Background: an optimization exercise with open tools, aiming at small area, a short achievable clock period and few clock cycles per item. Do not read the settings as production practice. Function was checked by simulation only, so behaviour that the tests miss may differ from the original. The clock port is modelled as an ideal driver; clocking choices that lean on that would not hold on a real chip. Power is estimated from default activity; no workload was simulated.

==> run B: inputs <==
// mkMACBuff
module mkMACBuff (
    input  CLK,
    input  RST_N,
    input  EN_mac,
    output RDY_mac,
    input  [15:0] mac_vectA_0,
    input  [15:0] mac_vectB_0,
    input  [15:0] mac_vectA_1,
    input  [15:0] mac_vectB_1,
    input  [15:0] mac_vectA_2,
    input  [15:0] mac_vectB_2,
    input  [15:0] mac_vectA_3,
    input  [15:0] mac_vectB_3,
    output EN_writeMem,
    output [5:0] writeMem_addr,
    output [33:0] writeMem_val,
    input  EN_blockRead,
    output RDY_blockRead,
    output EN_readMem,
    output [5:0] readMem_addr,
    input  [33:0] readMem_val,
    output VALID_memVal,
    output [33:0] memVal_data
);
clock: 4.5 ns
lec_check: 0
cap_margin: 20
core_margin: 2
core_utilization: 40
setup_slack_margin: 2.0
slew_margin: 20
synth_hierarchical: 1
synth_minimum_keep_size: 0
standard.sh (not shown) runs the stock make flow with config.mk's settings and CLKGATE_MAP_FILE= SYNTH_SCRIPT=/design/flow/synth_recipe.tcl, a recipe that flattens the netlist after the stock synthesis.
==> flow/flow/run.sh <==
#!/bin/bash
# The standard layout (the standard.sh, standard synthesis unchanged), with
# one change: the port buffers that global placement inserts on every input
# and output are buf_2 cells instead of the default choice.
# Each ORFS step writes its full log under orfs/logs/; make's own output goes
# to standard.log.
bash standard.sh BUFFER_PORTS_ARGS="-buffer_cell sky130_fd_sc_hd__buf_2" finish > standard.log 2>&1
==> run R (differences from run B) <==
==> flow/run.sh (new file) <==
#!/bin/bash
# synth_recipe.tcl (not shown) runs the flow's synth.tcl, then flattens the netlist and writes it again
# the make line also repeats each setting of config.mk as NAME=value (left out here)
make -C /OpenROAD-flow-scripts/flow DESIGN_CONFIG=/design/flow/config.mk WORK_HOME=/design/flow/orfs CLKGATE_MAP_FILE= SYNTH_SCRIPT=/design/flow/synth_recipe.tcl finish
Settings changed: CTS_CLUSTER_DIAMETER from default to 100, CTS_CLUSTER_SIZE from default to 20.
removed: flow/flow/run.sh
removed: flow/standard.sh
==> run A (differences from run B) <==
==> flow/flow/run.sh (replaced) <==
#!/bin/bash
# The standard layout (the standard.sh, standard synthesis unchanged), with
# two changes:
#  - the port buffers that global placement inserts on every input and output
#    are buf_2 cells instead of the default choice;
#  - before clock tree synthesis, flow/t1_clock.tcl puts the first tree
#    register bank (t1_*) behind one extra clock buffer: useful skew between
#    register banks inside the datapath (no port-facing register is moved).
# Each ORFS step writes its full log under orfs/logs/; make's own output goes
# to standard.log.
bash standard.sh BUFFER_PORTS_ARGS="-buffer_cell sky130_fd_sc_hd__buf_2" \
  PRE_CTS_TCL="$PWD/flow/t1_clock.tcl" finish > standard.log 2>&1
==> flow/flow/t1_clock.tcl (new file) <==
# Hook run before clock tree synthesis: the first tree register bank (t1_*)
# gets its clock through one extra clock buffer, so its clock arrives a
# little later than the other registers' (useful skew between the input
# registers, whose paths to t1 are the longest register-to-register paths,
# and the t2 registers). Only paths between registers are affected: t1
# registers neither take inputs from ports nor drive outputs.
set block [ord::get_db_block]
set clk_net [$block findNet CLK]
set master [[ord::get_db] findMaster sky130_fd_sc_hd__clkbuf_16]
set buf [odb::dbInst_create $block $master skew_t1_clkbuf]
set net [odb::dbNet_create $block skew_t1_clk]
$net setSigType CLOCK
[$buf findITerm A] connect $clk_net
[$buf findITerm X] connect $net
set n 0
set sx 0
set sy 0
foreach inst [$block getInsts] {
  if {[string match "t1_*" [$inst getName]] && [string match "sky130_fd_sc_hd__df*" [[$inst getMaster] getName]]} {
    set it [$inst findITerm CLK]
    $it disconnect
    $it connect $net
    set loc [$inst getLocation]
    incr sx [lindex $loc 0]
    incr sy [lindex $loc 1]
    incr n
  }
}
$buf setLocation [expr {$sx / $n}] [expr {$sy / $n}]
$buf setPlacementStatus PLACED
puts "t1_clock.tcl: moved $n t1 registers to clock net skew_t1_clk"
Settings changed: CTS_CLUSTER_DIAMETER from default to 100, CTS_CLUSTER_SIZE from default to 20, SETUP_SLACK_MARGIN 2.0 to 2.3.
==> run F (differences from run B) <==
==> flow/run.sh (new file) <==
#!/bin/bash
# synth_recipe.tcl (not shown) runs the flow's synth.tcl, then flattens the netlist and writes it again
# the make line also repeats each setting of config.mk as NAME=value (left out here)
make -C /OpenROAD-flow-scripts/flow DESIGN_CONFIG=/design/flow/config.mk WORK_HOME=/design/flow/orfs CLKGATE_MAP_FILE= SYNTH_SCRIPT=/design/flow/synth_recipe.tcl finish
Settings changed: SETUP_SLACK_MARGIN 2.0 to 2.1.
removed: flow/flow/run.sh
removed: flow/standard.sh
==> summary of the runs <==
In synthesized cell count, run R and run A do not differ.
Die area is the same in run A and run R.
Between run B and run R, the lower total power is in run R (gap 8.9%, measured against run R).
Against run A, the clock skew of run B is lower by 0.15 ns.
Synthesized area is the same in run A and run R.
Against run B, the clock-buffer cell count of run R is lower by 57.
Against run R, the combinational power of run A is higher by about 10%.
First-iteration DRC count: run R < run B < run F < run A.
Flip-flop and latch count is the same in run R and run B.
==> figures <==
Final-layout clock buffer total: run F 107; run A -; run R 51; run B 108
Hold path endpoint: run F t3_t2_s1729; run A -; run R t3_t2_s1815; run B -
Depth of the CTS H-tree: run F 3; run A -; run R 2; run B 3
Element type at the critical path end: run F flip-flop; run A output pin; run R flip-flop; run B flip-flop
Transition time at the pin with the least slew margin: run F 0.916 ns; run A 0.598 ns; run R 0.643 ns; run B 0.591 ns
Critical R2R Launch: run F a0_r[4]; run A a0_r[3]; run R b0_r[9]; run B a1_r[5]
Run status: run F complete, no violations; run A complete, no violations; run R complete, no violations; run B complete, no violations
Total via count in the routed design: run F 25600; run A 27800; run R 24800; run B 25100
Number of buffers added for setup after CTS: run F 57; run A 285; run R 11; run B 2
Met2 layer wire length in the routed design: run F 54.5 mm; run A 62.3 mm; run R 53.3 mm; run B 53.2 mm
Antenna violations before repair: run F 1; run A 9; run R 5; run B 2
Antenna Cells: run F 0; run A 1; run R 0; run B 1
Layout-to-synthesis area ratio: run F 1.171x; run A 1.251x; run R 1.108x; run B 1.126x
Post-placement cell count: run F 4659; run A 4648; run R 4662; run B 4659
Number of detailed-route iterations in the first pass: run F 5; run A 6; run R 6; run B 5
Min-delay src: run F t2_s1729; run A -; run R t2_s1815; run B -
Clock latency reported for the late side of the worst-skew pair: run F 0.68 ns; run A 0.94 ns; run R 0.66 ns; run B 0.66 ns
Internal portion of total power: run F 0.0192 W; run A 0.0182 W; run R 0.0170 W; run B 0.0191 W
Number of buffers created by CTS: run F 81; run A -; run R 43; run B 80
Fin Clk Skew: run F 0.0494 ns; run A 0.185 ns; run R 0.0374 ns; run B 0.0374 ns
Testbench counts of run B, summed over its fixed seeds: cycles 14,464, items 12,288.
Testbench counts of run R, summed over its fixed seeds: cycles 14,464, items 12,288.
Testbench counts of run A, summed over its fixed seeds: cycles 14,464, items 12,288.
Testbench counts of run F, summed over its fixed seeds: cycles 14,464, items 12,288.

-- what the ideal ports hide --
The flow's constraints put no driver on any port. The routed layouts listed below were extracted and timed again, unchanged, in two steps. Step 1, drivers: a clkbuf_16 drives CLK and a buf_2 each remaining input, both assumed. Step 2 moves the port delays by t, midway between the first and last clock arrival at a register: inputs arrive t later, outputs are due t later. That takes back most of the time a late clock gives input paths. a / b / c = ideal / step 1 / step 2; a / b = the first two.
run	t, ns	setup slack, ns	worst hold slack (ns)
run B	0.713	1.987 / 1.987 / 1.987	0.266 / 0.221 / 0.326
run R	0.705	1.960 / 1.960 / 1.960	0.327 / 0.327 / 0.327
run A	0.924	2.182 / 2.100 / 2.184	0.134 / 0.073 / 0.323
run F	0.716	2.003 / 2.003 / 2.003	0.326 / 0.326 / 0.326
After both steps every run listed still meets setup and hold.
